Context: an optimization exercise on an open-source flow, tuned for small area. The choices shown serve that exercise and are no tape-out recipe.
In this exercise RTL edits were held to simulation tests only and were not proved equivalent to the original.
No activity file was given, so power comes from the tool's default toggle rates.

## cpu
module cpu (
    input clk,
    input rst,
    input [7:0] instruction,
    input [3:0] immediate,
    output [6:0] seg,
    output [3:0] an,
    output reg Z_flag,
    output reg C_flag,
    output reg N_flag
);
For scale: about 300 cells after synthesis, roughly 28 I/O pins, roughly 0.0034 mm² of cells after synthesis.
==> module cpu, before the edit <==
module cpu (
    input clk,
    input rst,
    input [7:0] instruction,
    input [3:0] immediate,
    output [6:0] seg,
    output [3:0] an,
    output reg Z_flag,
    output reg C_flag,
    output reg N_flag
);
    reg [5:0] c;
    reg [1:0] g;
    reg [3:0] k;
    wire w = c[4] & ~c[3] & ~c[2] & ~c[1] & c[0];
    wire cfb = ~(c[5] ^ c[4]) ^ w;
    wire k9 = k[3] & k[0];
    wire exec = w & g[1] & ~g[0] & k9;
    always @(posedge clk or posedge rst) begin
        if (rst) begin
            c <= 6'b100010;
            g <= 2'b00;
            k <= 4'd5;
        end else begin
            c <= {c[4:0], cfb};
            if (w) begin
                g <= {g[0], ~g[1]};
                if (g == 2'b10) k <= k9 ? 4'd0 : k + 4'd1;
            end
        end
    end
    wire ds = g[0];
    reg [3:0] r1, r2;
    reg v1, v2;
    reg pend, pv;
    wire [3:0] hi = instruction[7:4];
    wire [3:0] lo = instruction[3:0];
    wire hz  = (hi == 4'd0);
    wire xo  = lo[1] ^ lo[0];
    wire aop = (hi == 4'd1 || hi == 4'd2) && lo[3:2] == 2'b00;
    wire cpy = hz && lo[3:2] == 2'b00;
    wire fet = hz && lo[3:2] == 2'b01 && xo;
    wire st  = hz && lo[3:2] == 2'b10 && xo;
    wire rw  = aop | cpy | fet;
    wire d   = lo[1];                  
    reg [3:0] F1, F2;                  
    wire [3:0] X  = d ? r2 : r1;
    wire [3:0] Y  = d ? r1 : r2;
    wire [3:0] rd = d ? F1 : F2;       
    wire [3:0] B  = lo[2] ? rd : (xo ? Y : immediate);
    wire [3:0] A  = hz ? 4'd0 : X;
    wire sub = hi[1];
    wire [4:0] s = {1'b0, A} + {1'b0, B ^ {4{sub}}} + {4'd0, sub};
    wire we1 = exec & rw & ~d;
    wire we2 = exec & rw & d;
    always @(posedge clk) begin
        r1 <= we1 ? s[3:0] : (r1 & {4{v1 | pend}});
        r2 <= we2 ? s[3:0] : (r2 & {4{v2 | pend}});
    end
    always @(posedge clk or posedge rst) begin
        if (rst) begin
            v1 <= 1'b0;
            v2 <= 1'b0;
            Z_flag <= 1'b0;
            C_flag <= 1'b0;
            N_flag <= 1'b0;
        end else begin
            if (we1) v1 <= 1'b1;
            if (we2) v2 <= 1'b1;
            if (exec & rw) begin
                Z_flag <= (s[3:0] == 4'd0);
                C_flag <= s[4];
                N_flag <= s[3];
            end
        end
    end
    reg [3:0] P;
    reg [3:0] ring [0:15];
    wire eq1 = (P == r1);
    wire eq2 = (P == r2);
    wire hit = pend & (pv ? eq1 : eq2);
    wire [3:0] nw = hit ? (pv ? r2 : r1) : ring[0];
    integer i;
    always @(posedge clk) begin
        P <= P + 4'd1;
        for (i = 0; i < 15; i = i + 1)
            ring[i] <= ring[i + 1];
        ring[15] <= nw;
        if (eq1) F1 <= nw;
        if (eq2) F2 <= nw;
        if (exec) begin
            pend <= st;
            pv <= d;
        end else if (hit) begin
            pend <= 1'b0;
        end
    end
    wire [3:0] dv = (ds ? r2 : r1) & {4{ds ? v2 : v1}};
    reg [6:0] pat;
    always @(*) begin
        case (dv)
            4'h0: pat = 7'b100_0000;
            4'h1: pat = 7'b111_1001;
            4'h2: pat = 7'b010_0100;
            4'h3: pat = 7'b011_0000;
            4'h4: pat = 7'b001_1001;
            4'h5: pat = 7'b001_0010;
            4'h6: pat = 7'b000_0010;
            4'h7: pat = 7'b111_1000;
            4'h8: pat = 7'b000_0000;
            4'h9: pat = 7'b001_1000;
            4'hA: pat = 7'b000_1000;
            4'hB: pat = 7'b000_0011;
            4'hC: pat = 7'b100_0110;
            4'hD: pat = 7'b010_0001;
            4'hE: pat = 7'b000_0110;
            default: pat = 7'b000_1110;
        endcase
    end
    assign seg = pat;
    assign an = {2'b11, ~ds, ds};
endmodule
clock: 10.0 ns
lec_check: 0
cap_margin: 20
core_margin: 2
core_utilization: 40
slew_margin: 20
standard.sh (not shown) runs the stock make flow with config.mk's settings and CLKGATE_MAP_FILE= SYNTH_SCRIPT=/design/flow/synth_recipe.tcl, a recipe that flattens the netlist after the stock synthesis.
==> flow/flow/run.sh <==
#!/bin/bash
# Own layout flow: the standard flow (standard.sh), with three changes:
#  1. after the standard synthesis, its combinational cells are re-mapped for
#     area with Yosys/ABC (flow/remap.ys, flow/area.abc); every flip-flop keeps
#     its cell and name;
#  2. the port buffers are sky130_fd_sc_hd__buf_1;
#  3. clock tree synthesis without dummy loads.
# Each tool's output goes to a log file of its own in the work folder.
set -euo pipefail
W=$(pwd)
R=$W/orfs/results/$FLOW_PLATFORM/cpu/base
LIB=$FLOW_HOME/platforms/$FLOW_PLATFORM/lib/sky130_fd_sc_hd__tt_025C_1v80.lib
YOSYS=$FLOW_HOME/../tools/install/yosys/bin/yosys
[[ -x $YOSYS ]] || YOSYS=yosys

# 1. standard synthesis
bash standard.sh "$R/1_2_yosys.v" > "$W/log_1_synth.log" 2>&1
cp "$R/1_2_yosys.v" "$W/std_1_2_yosys.v"

# 2. area re-map of the combinational logic
DU=$(sed -n '/DONT_USE_CELLS += /,/^$/p' "$FLOW_HOME/platforms/$FLOW_PLATFORM/config.mk" \
     | grep -oE "sky130_fd_sc_hd__[a-z0-9_]+" | sed 's/^/-dont_use /' | tr '\n' ' ')
sed -e "s#@LIB@#$LIB#g" -e "s#@IN@#$W/std_1_2_yosys.v#" -e "s#@TOP@#$FLOW_TOP#" \
    -e "s#@DONTUSE@#$DU#" -e "s#@ABC@#$W/flow/area.abc#" -e "s#@OUT@#$W/remap_1_2_yosys.v#" \
    -e "s#@STAT0@#$W/remap_stat_before.txt#" -e "s#@STAT1@#$W/remap_stat_after.txt#" \
    "$W/flow/remap.ys" > "$W/remap.ys"
"$YOSYS" -s "$W/remap.ys" > "$W/log_2_remap.log" 2>&1
cp "$W/remap_1_2_yosys.v" "$R/1_2_yosys.v"

# 3. the rest of the standard flow
bash standard.sh finish \
    "BUFFER_PORTS_ARGS=-buffer_cell sky130_fd_sc_hd__buf_1" \
    "CTS_ARGS=-sink_clustering_enable -repair_clock_nets -dont_use_dummy_load" \
    > "$W/log_3_layout.log" 2>&1
Other scripts of this flow, unchanged in this note and not shown: flow/flow/area.abc, flow/flow/remap.ys
Next try:
--- a/flow/design.v
+++ b/flow/design.v
@@ -43,16 +43,14 @@
     wire fet = hz && lo[3:2] == 2'b01 && xo;
     wire st  = hz && lo[3:2] == 2'b10 && xo;
     wire rw  = aop | cpy | fet;
     wire d   = lo[1];                  
     reg [3:0] F1, F2;                  
     wire [3:0] X  = d ? r2 : r1;
-    wire [3:0] Y  = d ? r1 : r2;
-    wire [3:0] rd = d ? F1 : F2;       
-    wire [3:0] B  = lo[2] ? rd : (xo ? Y : immediate);
-    wire [3:0] A  = hz ? 4'd0 : X;
+    wire [3:0] B  = xo ? (d ? (lo[2] ? F1 : r1) : (lo[2] ? F2 : r2)) : immediate;
+    wire [3:0] A  = (hi[1] | hi[0]) ? X : 4'd0;    
     wire sub = hi[1];
     wire [4:0] s = {1'b0, A} + {1'b0, B ^ {4{sub}}} + {4'd0, sub};
     wire we1 = exec & rw & ~d;
     wire we2 = exec & rw & d;
     always @(posedge clk) begin
         r1 <= we1 ? s[3:0] : (r1 & {4{v1 | pend}});
@@ -76,30 +74,32 @@
         end
     end
     reg [3:0] P;
     reg [3:0] ring [0:15];
     wire eq1 = (P == r1);
     wire eq2 = (P == r2);
-    wire hit = pend & (pv ? eq1 : eq2);
-    wire [3:0] nw = hit ? (pv ? r2 : r1) : ring[0];
+    wire hit1 = pend & pv & eq1;       
+    wire hit2 = pend & ~pv & eq2;      
+    wire hit = hit1 | hit2;
+    wire [3:0] nw = hit1 ? r2 : (hit2 ? r1 : ring[0]);
     integer i;
     always @(posedge clk) begin
-        P <= P + 4'd1;
+        P <= {P[2:0], P[3] ^ P[2] ^ ~(P[2] | P[1] | P[0])};    
         for (i = 0; i < 15; i = i + 1)
             ring[i] <= ring[i + 1];
         ring[15] <= nw;
         if (eq1) F1 <= nw;
         if (eq2) F2 <= nw;
         if (exec) begin
             pend <= st;
             pv <= d;
         end else if (hit) begin
             pend <= 1'b0;
         end
     end
-    wire [3:0] dv = (ds ? r2 : r1) & {4{ds ? v2 : v1}};
+    wire [3:0] dv = ds ? (r2 & {4{v2}}) : (r1 & {4{v1}});
     reg [6:0] pat;
     always @(*) begin
         case (dv)
             4'h0: pat = 7'b100_0000;
             4'h1: pat = 7'b111_1001;
             4'h2: pat = 7'b010_0100;
After rerunning:
- The changed run finished clean
- non-clock buffer count stays the same
- wire length goes up by 1.1%
- die area falls by 2.5%
- power falls by 0.81%
- clock power is about the same
- worst setup slack got worse by 28 ps
- cell area falls by 2.5%

==> port drivers added, routing unchanged <==
Ports are ideal in the flow. The routed layouts listed here were re-timed in OpenROAD.
Step 1 assumes that a clkbuf_16 drives the clock port and a buf_2 every other input.
Step 2 adds t to the input delays and takes it off the output delays; t is the mean of the earliest and latest rising clock arrival at the registers after step 1. Input paths then give back, and output paths get back, about the clock's delay inside the block.
Three values: ideal ports, drivers, drivers and shift; two values: the first two.
run	t (ns)	setup slack, ns	worst setup path at the end	clock arrival spread, ns
the first run	0.376	5.531 / 5.502 / 5.199	input to register	0.037 / 0.037
the second run	0.372	5.502 / 5.509 / 5.137	input to register	0.030 / 0.030
After both steps every run listed still meets setup and hold. The setup slack of the second run, which loses most, moves by +0.007 ns with the drivers and by -0.365 ns with both steps.
